What follows belongs to an exercise in optimizing a design on an open flow for small area, a short achievable clock period and few clock cycles per item; a production flow would make more cautious choices. Where RTL was checked, it was by simulation tests only, not by an equivalence proof against the original. Power figures rest on the tool's default switching activity, not on a simulated workload.

Design fft_4pt, start of the top module:
module fft_4pt #(
    parameter DATA_WIDTH = 16
) (
    input clk,
    input rst_n,
    input data_valid_in,
    input  signed [DATA_WIDTH-1:0] x0_r,
    input  signed [DATA_WIDTH-1:0] x0_i,
    input  signed [DATA_WIDTH-1:0] x1_r,
    input  signed [DATA_WIDTH-1:0] x1_i,
    input  signed [DATA_WIDTH-1:0] x2_r,
    input  signed [DATA_WIDTH-1:0] x2_i,
    input  signed [DATA_WIDTH-1:0] x3_r,
    input  signed [DATA_WIDTH-1:0] x3_i,
    output data_valid_out,
    output signed [DATA_WIDTH+1:0] X0_r,
    output signed [DATA_WIDTH+1:0] X0_i,
    output signed [DATA_WIDTH+1:0] X1_r,
    output signed [DATA_WIDTH+1:0] X1_i,
    output signed [DATA_WIDTH+1:0] X2_r,
    output signed [DATA_WIDTH+1:0] X2_i,
    output signed [DATA_WIDTH+1:0] X3_r,
    output signed [DATA_WIDTH+1:0] X3_i
);
Size in the first run: roughly 2,100 cells after synthesis, ~270 flip-flops, about 280 I/O pins, ~18,000 sq um of cells after synthesis.
Settings: LEC_CHECK=0, CAP_MARGIN=20, CORE_MARGIN=2, CORE_UTILIZATION=65, CTS_BUF_LIST=sky130_fd_sc_hd__clkbuf_4 sky130_fd_sc_hd__clkbuf_8, SLEW_MARGIN=20, BUFFER_PORTS_ARGS=-buffer_cell sky130_fd_sc_hd__buf_2; clock period 3.0 ns.
standard.sh (not shown) runs the stock make flow with config.mk's settings and CLKGATE_MAP_FILE= SYNTH_SCRIPT=/design/flow/synth_recipe.tcl, a recipe that flattens the netlist after the stock synthesis.
==> flow/flow/run.sh <==
#!/bin/bash
# The standard layout (standard.sh), with the port buffers that buffer_ports
# inserts made of plain buf_2 cells instead of its default delay buffer.
set -euo pipefail
cd "$(dirname "$0")/.."
echo "export BUFFER_PORTS_ARGS = -buffer_cell sky130_fd_sc_hd__buf_2" >> config.mk
bash standard.sh > standard.log 2>&1
Testbench counts at the start, summed over its fixed seeds: cycles 8,016, items 8,000.
==> next run, changes <==
==> flow/flow/run.sh (replaced) <==
#!/bin/bash
# The standard layout (standard.sh), with the port buffers that buffer_ports
# inserts made of plain buf_1 cells instead of its default delay buffer.
set -euo pipefail
cd "$(dirname "$0")/.."
echo "export BUFFER_PORTS_ARGS = -buffer_cell sky130_fd_sc_hd__buf_1" >> config.mk
bash standard.sh > standard.log 2>&1
--- a/flow/config.mk
+++ b/flow/config.mk
@@ -10 +10 @@
-export CORE_UTILIZATION = 65
+export CORE_UTILIZATION = 62
@@ -11,0 +12,2 @@
+export CTS_CLUSTER_DIAMETER = 60
+export CTS_CLUSTER_SIZE = 16
@@ -13 +15 @@
-export BUFFER_PORTS_ARGS = -buffer_cell sky130_fd_sc_hd__buf_2
+export BUFFER_PORTS_ARGS = -buffer_cell sky130_fd_sc_hd__buf_1
After rerunning: Wire length goes down by 4.3%; sequential share of layout area grows by 1.0 points; power fell by 8.6%; register-to-register slack loses 0.02 ns; count of clock-buffer cells in the layout decreases by 36; setup slack degrades by 0.022 ns; clock power went down by 34%; cell area came out lower by 3.7%.


Another version of the RTL of fft_4pt (not shown whole).
Size in the first run: roughly 280 flip-flops, ~280 I/O pins, about 18,000 µm² of cells after synthesis.
Settings: LEC_CHECK=0, ABC_AREA=1, CAP_MARGIN=20, CORE_MARGIN=2, CORE_UTILIZATION=62, CTS_BUF_LIST=sky130_fd_sc_hd__clkbuf_4 sky130_fd_sc_hd__clkbuf_8, CTS_CLUSTER_DIAMETER=60, CTS_CLUSTER_SIZE=16, SETUP_SLACK_MARGIN=0.6, SLEW_MARGIN=20, BUFFER_PORTS_ARGS=-buffer_cell sky130_fd_sc_hd__buf_1; clock period 3.0 ns.
==> flow/flow/run.sh <==
#!/bin/bash
# The standard layout (standard.sh), with the port buffers that buffer_ports
# inserts made of plain buf_1 cells instead of its default delay buffer.
set -euo pipefail
cd "$(dirname "$0")/.."
echo "export BUFFER_PORTS_ARGS = -buffer_cell sky130_fd_sc_hd__buf_1" >> config.mk
bash standard.sh > standard.log 2>&1
Rerun with:
ABC_AREA = unset   (was 1)
Outcome: Flip-flop and latch count stays the same; non-clock buffer count went up by 29; clock skew is higher by 20 ps; via count decreases by a few percent; die area went down by a few percent; global-route usage rose by 0.72 points; power grows slightly; core utilization increases by 4.1 points; wire length climbs by a few percent.
Function was not checked in any run of this note: the RTL went through the layout flow alone.


Another version of the RTL of fft_4pt (not shown whole).
Size: about 280 flip-flops, about 280 I/O pins, about 0.018 mm2 of cells after synthesis.
Settings: LEC_CHECK=0, ABC_AREA=1, CAP_MARGIN=20, CORE_MARGIN=2, CORE_UTILIZATION=62, CTS_BUF_LIST=sky130_fd_sc_hd__clkbuf_4 sky130_fd_sc_hd__clkbuf_8, CTS_CLUSTER_DIAMETER=60, CTS_CLUSTER_SIZE=16, SETUP_SLACK_MARGIN=0.6, SLEW_MARGIN=20, BUFFER_PORTS_ARGS=-buffer_cell sky130_fd_sc_hd__buf_1; clock period 3.0 ns.
Scripts as last shown in full above: flow/flow/run.sh
The first run ran to the end with no violations.
Testbench counts at the start, summed over its fixed seeds: cycles 8,016, items 8,000.
Change:
--- a/flow/config.mk
+++ b/flow/config.mk
@@ -11 +11 @@
-export CORE_UTILIZATION = 62
+export CORE_UTILIZATION = 56
Fmax stays flat.
Cell count went up by 1.0%.
Wire length goes up by 0.47%.
Power went up by 1.1%.
Design area climbs by 0.60%.
Setup slack stays flat.
Die area rises by 10%.
Via count went down by 1.2%.
Area after synthesis is unchanged.
Non-clock buffer count does not change.
Worst hold slack loses 0.031 ns.


The RTL this note starts from:
==> flow/design.v <==
module fft_4pt #(
    parameter DATA_WIDTH = 16
) (
    input clk,
    input rst_n,
    input data_valid_in,
    input  signed [DATA_WIDTH-1:0] x0_r,
    input  signed [DATA_WIDTH-1:0] x0_i,
    input  signed [DATA_WIDTH-1:0] x1_r,
    input  signed [DATA_WIDTH-1:0] x1_i,
    input  signed [DATA_WIDTH-1:0] x2_r,
    input  signed [DATA_WIDTH-1:0] x2_i,
    input  signed [DATA_WIDTH-1:0] x3_r,
    input  signed [DATA_WIDTH-1:0] x3_i,
    output data_valid_out,
    output signed [DATA_WIDTH+1:0] X0_r,
    output signed [DATA_WIDTH+1:0] X0_i,
    output signed [DATA_WIDTH+1:0] X1_r,
    output signed [DATA_WIDTH+1:0] X1_i,
    output signed [DATA_WIDTH+1:0] X2_r,
    output signed [DATA_WIDTH+1:0] X2_i,
    output signed [DATA_WIDTH+1:0] X3_r,
    output signed [DATA_WIDTH+1:0] X3_i
);
    localparam S1 = DATA_WIDTH + 1;
    reg signed [S1-1:0] A_r, A_i, B_r, B_i, C_r, C_i, D_r, D_i;
    always @(posedge clk) begin
        A_r <= x0_r + x2_r;  A_i <= x0_i + x2_i;
        B_r <= x0_r - x2_r;  B_i <= x0_i - x2_i;
        C_r <= x1_r + x3_r;  C_i <= x1_i + x3_i;
        D_r <= x1_r - x3_r;  D_i <= x1_i - x3_i;
    end
    reg valid_s1;
    always @(posedge clk or negedge rst_n) begin
        if (!rst_n) valid_s1 <= 1'b0;
        else        valid_s1 <= data_valid_in;
    end
    reg signed [S1:0] Y0_r, Y0_i, Y1_r, Y1_i, Y2_r, Y2_i, Y3_r, Y3_i;
    always @(posedge clk) begin
        Y0_r <= A_r + C_r;  Y0_i <= A_i + C_i;
        Y1_r <= B_r + D_i;  Y1_i <= B_i - D_r;
        Y2_r <= A_r - C_r;  Y2_i <= A_i - C_i;
        Y3_r <= B_r - D_i;  Y3_i <= B_i + D_r;
    end
    reg valid_s2;
    always @(posedge clk or negedge rst_n) begin
        if (!rst_n) valid_s2 <= 1'b0;
        else        valid_s2 <= valid_s1;
    end
    assign X0_r = Y0_r;  assign X0_i = Y0_i;
    assign X1_r = Y1_r;  assign X1_i = Y1_i;
    assign X2_r = Y2_r;  assign X2_i = Y2_i;
    assign X3_r = Y3_r;  assign X3_i = Y3_i;
    assign data_valid_out = valid_s2;
endmodule
export LEC_CHECK = 0
export CAP_MARGIN = 20
export CORE_MARGIN = 2
export CORE_UTILIZATION = 40
export SLEW_MARGIN = 20
create_clock -name core_clock -period 3.0 [get_ports {clk}]
run.sh (not shown) runs the stock make flow with config.mk's settings and CLKGATE_MAP_FILE= SYNTH_SCRIPT=/design/flow/synth_recipe.tcl, a recipe that flattens the netlist after the stock synthesis.
Stock flow here: none of the scripts above is used.
Testbench counts at the start, summed over its fixed seeds: cycles 8,016, items 8,000.
Next try:
- CORE_UTILIZATION: 40 -> 65
- CTS_BUF_LIST: not set -> sky130_fd_sc_hd__clkbuf_4 sky130_fd_sc_hd__clkbuf_8
Hold slack degrades by 29 ps.
Routed wire length goes down by a few percent.
Global-route usage goes up by 12 points.
Utilization goes up by 31 points.
Clock skew is about the same.
Sequential share of layout area goes up by 0.70 points.
Cell area goes down by a few percent.
Next try:
==> flow/flow/run.sh (new file) <==
#!/bin/bash
# The standard layout (standard.sh), with the port buffers that buffer_ports
# inserts made of plain buf_1 cells instead of its default delay buffer.
set -euo pipefail
cd "$(dirname "$0")/.."
echo "export BUFFER_PORTS_ARGS = -buffer_cell sky130_fd_sc_hd__buf_1" >> config.mk
bash standard.sh > standard.log 2>&1
==> flow/standard.sh (new file) <==
#!/bin/bash
# synth_recipe.tcl (not shown) runs the flow's synth.tcl, then flattens the netlist and writes it again
# the make line also repeats each setting of config.mk as NAME=value (left out here)
make -C /OpenROAD-flow-scripts/flow DESIGN_CONFIG=/design/flow/config.mk WORK_HOME=/design/flow/orfs CLKGATE_MAP_FILE= SYNTH_SCRIPT=/design/flow/synth_recipe.tcl "${@:-finish}"
- BUFFER_PORTS_ARGS: not set -> -buffer_cell sky130_fd_sc_hd__buf_1
- CAP_MARGIN: 20 -> 0
- CORE_UTILIZATION: 65 -> 62
- CTS_CLUSTER_DIAMETER: not set -> 60
- CTS_CLUSTER_SIZE: not set -> 16
- GPL_TIMING_DRIVEN: not set -> 0
- SLEW_MARGIN: 20 -> 0
removed: flow/run.sh
What happened:
- The new run finished clean
- final area drops by 11%
- cell count drops by 1.3%
- non-clock buffer count drops by 12
- register-to-register slack hardly moves
- hold slack is worse by 76 ps
- core utilization drops by 13 points
- worst setup slack is better by 32 ps

## what the ideal ports hide
Ports are ideal in the flow. The routed layouts listed here were re-timed in OpenROAD. Step 1 sets driving cells, clkbuf_16 on the clock port and buf_2 on the other inputs (assumed; they add their load-dependent delay and slew). Step 2, shift: input delay + t, output delay - t, t = (earliest + latest rising clock arrival at the registers) / 2. This alone moves slack from input paths to output paths. Three values: ideal, step 1, step 2; two values: the first two.
run | shift t [ns] | setup slack, ns | clock arrival spread, ns | worst data-port slew with drivers (ns)
the first run of note 1 | 0.589 | 0.275 / 0.275 / 0.013 | 0.030 / 0.030 | 0.04
the second run of note 1 | 0.613 | 0.253 / 0.253 / 0.065 | 0.032 / 0.033 | 0.05
the first run of note 2 | 0.645 | 0.526 / 0.480 / 0.263 | 0.020 / 0.020 | 0.09
the second run of note 2 | 0.645 | 0.484 / 0.484 / 0.066 | 0.045 / 0.045 | 0.08
the first run of note 3 | 0.623 | 0.724 / 0.724 / 0.218 | 0.018 / 0.018 | 0.06
the second run of note 3 | 0.644 | 0.723 / 0.697 / 0.195 | 0.020 / 0.020 | 0.07
the first run of note 4 | 0.591 | 0.152 / 0.152 / -0.259 | 0.017 / 0.017 | 0.07
the second run of note 4 | 0.605 | 0.134 / 0.155 / -0.450 | 0.022 / 0.022 | 0.08
the third run of note 4 | 0.613 | 0.166 / 0.166 / -0.250 | 0.043 / 0.043 | 0.09
Met with ideal ports but missed after step 2: setup timing in the first run of note 4, the second run of note 4 and the third run of note 4. The setup slack of the second run of note 4, which loses most, moves by +0.021 ns with the drivers and by -0.584 ns with both steps.
